This design comes from an exercise in tuning for small area and a short achievable clock period on the open sky130 flow, not from production work. Function was checked by simulation only, so behaviour that the tests miss may differ from the original. Power is estimated from default activity; no workload was simulated.

Setup of run A:
## RISC_V
module RISC_V(
	input  wire [31:0] in,
	input  wire        clk,
	output wire [31:0] alu_output_data
);
wire op_ok    = ~in[6] & in[4] & ~in[3] & in[1] & in[0];
wire is_r_d   = op_ok &  in[5] & ~in[2];    
wire is_i_d   = op_ok & ~in[5] & ~in[2];    
wire is_lui_d = op_ok &  in[5] &  in[2];    
wire use_a_d  = is_r_d | is_i_d;            
wire use_b_d  = is_r_d;                     
reg        is_r, is_i, is_lui;
reg [31:7] ir;
wire [4:0] rd  = ir[11:7];
wire [2:0] f3  = ir[14:12];
wire [4:0] rs1 = ir[19:15];
wire [4:0] rs2 = ir[24:20];
wire       b30 = ir[30];
wire        wr_d = (is_r | is_i | is_lui) & (rd != 5'd0);    
reg  [4:0]  wa;           
reg         we;
reg  [4:0]  wa3;          
reg         we3;
reg  fwd1, fwd2, byp1, byp2, en1, en2;
wire fwd1_d = use_a_d & wr_d & (in[19:15] == rd);
wire fwd2_d = use_b_d & wr_d & (in[24:20] == rd);
wire byp1_d = use_a_d & we   & (in[19:15] == wa);
wire byp2_d = use_b_d & we   & (in[24:20] == wa);
always @(posedge clk) begin
	is_r   <= is_r_d;
	is_i   <= is_i_d;
	is_lui <= is_lui_d;
	ir     <= in[31:7];
	fwd1   <= fwd1_d;
	fwd2   <= fwd2_d;
	byp1   <= byp1_d;
	byp2   <= byp2_d;
	en1    <= use_a_d & ~byp1_d;
	en2    <= use_b_d & ~byp2_d;
end
wire [31:0] rf [0:31];    
assign rf[0] = 32'd0;
reg  [31:0] res_q;        
wire [31:0] res;          
wire        use_a = is_r | is_i;
wire [31:0] sel1 = en1 ? (32'd1 << rs1) : 32'd0;
wire [31:0] sel2 = en2 ? (32'd1 << rs2) : 32'd0;
reg  [31:0] rdata1, rdata2;
integer k;
always @(*) begin
	rdata1 = {32{byp1}} & res_q;
	rdata2 = {32{byp2}} & res_q;
	for (k = 1; k < 32; k = k + 1) begin
		rdata1 = rdata1 | ({32{sel1[k]}} & rf[k]);
		rdata2 = rdata2 | ({32{sel2[k]}} & rf[k]);
	end
end
wire [31:0] imm_i   = {{20{ir[31]}}, ir[31:20]};
wire [31:0] imm_sh  = {26'd0, ir[25:20]};
wire [31:0] imm_u   = {ir[31:12], 12'd0};
wire [31:0] imm     = is_i   ? ((f3 == 3'b101) ? imm_sh : imm_i) :
                      is_lui ? imm_u : 32'd0;
reg  [31:0] ra, rb;
reg  [2:0]  op;
reg         sub, arith;
wire        sub_d = (is_r & (f3 == 3'b000) & b30) |
                    (use_a & (f3 == 3'b010 || f3 == 3'b011));
  ...
For scale: ~4100 cells after synthesis, about 1200 flip-flops, roughly 65 I/O pins.
clock: 13.5 ns
lec_check: 0
cap_margin: 20
core_margin: 2
core_utilization: 40
slew_margin: 20
standard.sh (not shown) runs the stock make flow with config.mk's settings and CLKGATE_MAP_FILE= SYNTH_SCRIPT=/design/flow/synth_recipe.tcl, a recipe that flattens the netlist after the stock synthesis.
==> flow/flow/run.sh <==
#!/bin/bash
# Standard layout with two changes, the SDC unchanged:
#  - timing repair aims below the clock period (setup margin), so the
#    critical paths get sized for the period the design can achieve;
#  - clock tree built from larger sink clusters, without dummy loads.
set -euo pipefail
bash standard.sh \
  "CTS_ARGS=-sink_clustering_enable -repair_clock_nets -dont_use_dummy_load -sink_clustering_size 20 -sink_clustering_max_diameter 70" \
  SETUP_SLACK_MARGIN=9.7 finish > standard_flow.log 2>&1
Run A completed end to end with timing, DRC and antenna clean.
For run B, these inputs were changed with respect to run A:
--- a/flow/flow/run.sh
+++ b/flow/flow/run.sh
@@ -7,3 +7,3 @@
 bash standard.sh \
-  "CTS_ARGS=-sink_clustering_enable -repair_clock_nets -dont_use_dummy_load -sink_clustering_size 20 -sink_clustering_max_diameter 70" \
-  SETUP_SLACK_MARGIN=9.7 finish > standard_flow.log 2>&1
+  "CTS_ARGS=-sink_clustering_enable -repair_clock_nets -dont_use_dummy_load -sink_clustering_size 25 -sink_clustering_max_diameter 80" \
+  SETUP_SLACK_MARGIN=10.0 finish > standard_flow.log 2>&1
Run B vs run A — net switching power figure dropped slightly
Re H-tree depth: no difference whatsoever between run B and run A.
Run B ends up with a final critical-path required period that is 0.12 ns lower than in run A.
Final worst-path cycle share (higher): run A
Edits applied to the flow inputs when going from run B to run C:
--- a/flow/flow/run.sh
+++ b/flow/flow/run.sh
@@ -7,3 +7,3 @@
 bash standard.sh \
-  "CTS_ARGS=-sink_clustering_enable -repair_clock_nets -dont_use_dummy_load -sink_clustering_size 25 -sink_clustering_max_diameter 80" \
+  "CTS_ARGS=-sink_clustering_enable -repair_clock_nets -dont_use_dummy_load -sink_clustering_size 20 -sink_clustering_max_diameter 70" \
   SETUP_SLACK_MARGIN=10.0 finish > standard_flow.log 2>&1
--- a/flow/config.mk
+++ b/flow/config.mk
@@ -9,3 +9,3 @@
 export CORE_MARGIN = 2
-export CORE_UTILIZATION = 40
+export CORE_UTILIZATION = 50
 export SLEW_MARGIN = 20
--- outcome ---
Run C and run B ended up with nearly the same total negative slack. Between run C and run B, the combinational power is higher for run B. Re share of power burned in combinational logic: run C is 0.2 points down on run B. Taking run B as the reference, in run C global-route wire length before repair has decreased, design area fell by about 0.6%. Between run C and run B, the area occupied by multi-input gates does not differ in any meaningful way. The global-route usage in run C sits 10 points above the value recorded for run B. For HPWL after detailed placement, dividing the value from run B by the value from run C gives 1.06. In run C relative to run B, routed wire length had gone down slightly.
Inputs modified between run C and run D:
--- a/flow/flow/run.sh
+++ b/flow/flow/run.sh
@@ -8,2 +8,2 @@
   "CTS_ARGS=-sink_clustering_enable -repair_clock_nets -dont_use_dummy_load -sink_clustering_size 20 -sink_clustering_max_diameter 70" \
-  SETUP_SLACK_MARGIN=10.0 finish > standard_flow.log 2>&1
+  SETUP_SLACK_MARGIN=10.3 finish > standard_flow.log 2>&1
--- a/flow/config.mk
+++ b/flow/config.mk
@@ -9,3 +9,3 @@
 export CORE_MARGIN = 2
-export CORE_UTILIZATION = 50
+export CORE_UTILIZATION = 40
 export SLEW_MARGIN = 20
Both conditions hold for run D: the flow ran to the end and the final layout passed the timing, DRC and antenna checks. Run D ends up with a non-clock buffer count that is 38% higher than in run C. Die area: run D > run C. Maximum operating frequency of run D falls short of that of run C slightly. Looking at run D and run C, the largest fanout on the critical path is a wash. Run D vs. run C: number of CTS-inserted buffers has increased, insertion delay to the later sink of the worst-skew pair went up, post-layout instance area +2900 µm². According to the power report, total power for run D is higher than for run C. On register area, run D and run C are basically level.

-- afterwards: timing with drivers on the ports --
How much do the figures lean on ideal ports? The routed layouts below were timed once more, with nothing changed but the port constraints. Step 1 sets driving cells, clkbuf_16 on the clock port and buf_2 on the other inputs (assumed; they add their load-dependent delay and slew). Step 2 also shifts input and output timing later by t, the mid clock arrival at the registers, as if the neighbouring blocks saw the same clock. Slacks: ideal / step 1 / step 2; pairs: ideal / step 1.
run	shift t [ns]	setup WS [ns]	hold WS [ns]	worst setup path at the end	worst data-port slew with drivers (ns)
run A	0.764	9.474 / 9.474 / 9.232	0.402 / 0.402 / 0.402	input to register	0.04
run B	0.770	9.595 / 9.522 / 9.368	0.396 / 0.396 / 0.396	input to register	0.04
run C	0.746	9.591 / 9.517 / 9.401	0.406 / 0.406 / 0.406	input to register	0.05
run D	0.764	9.578 / 9.501 / 9.650	0.399 / 0.399 / 0.399	input to register	0.04
After both steps setup and hold are still met in every run listed. For run A, which loses most, drivers alone change the setup slack by 0.000 ns; drivers and shift together by -0.242 ns.
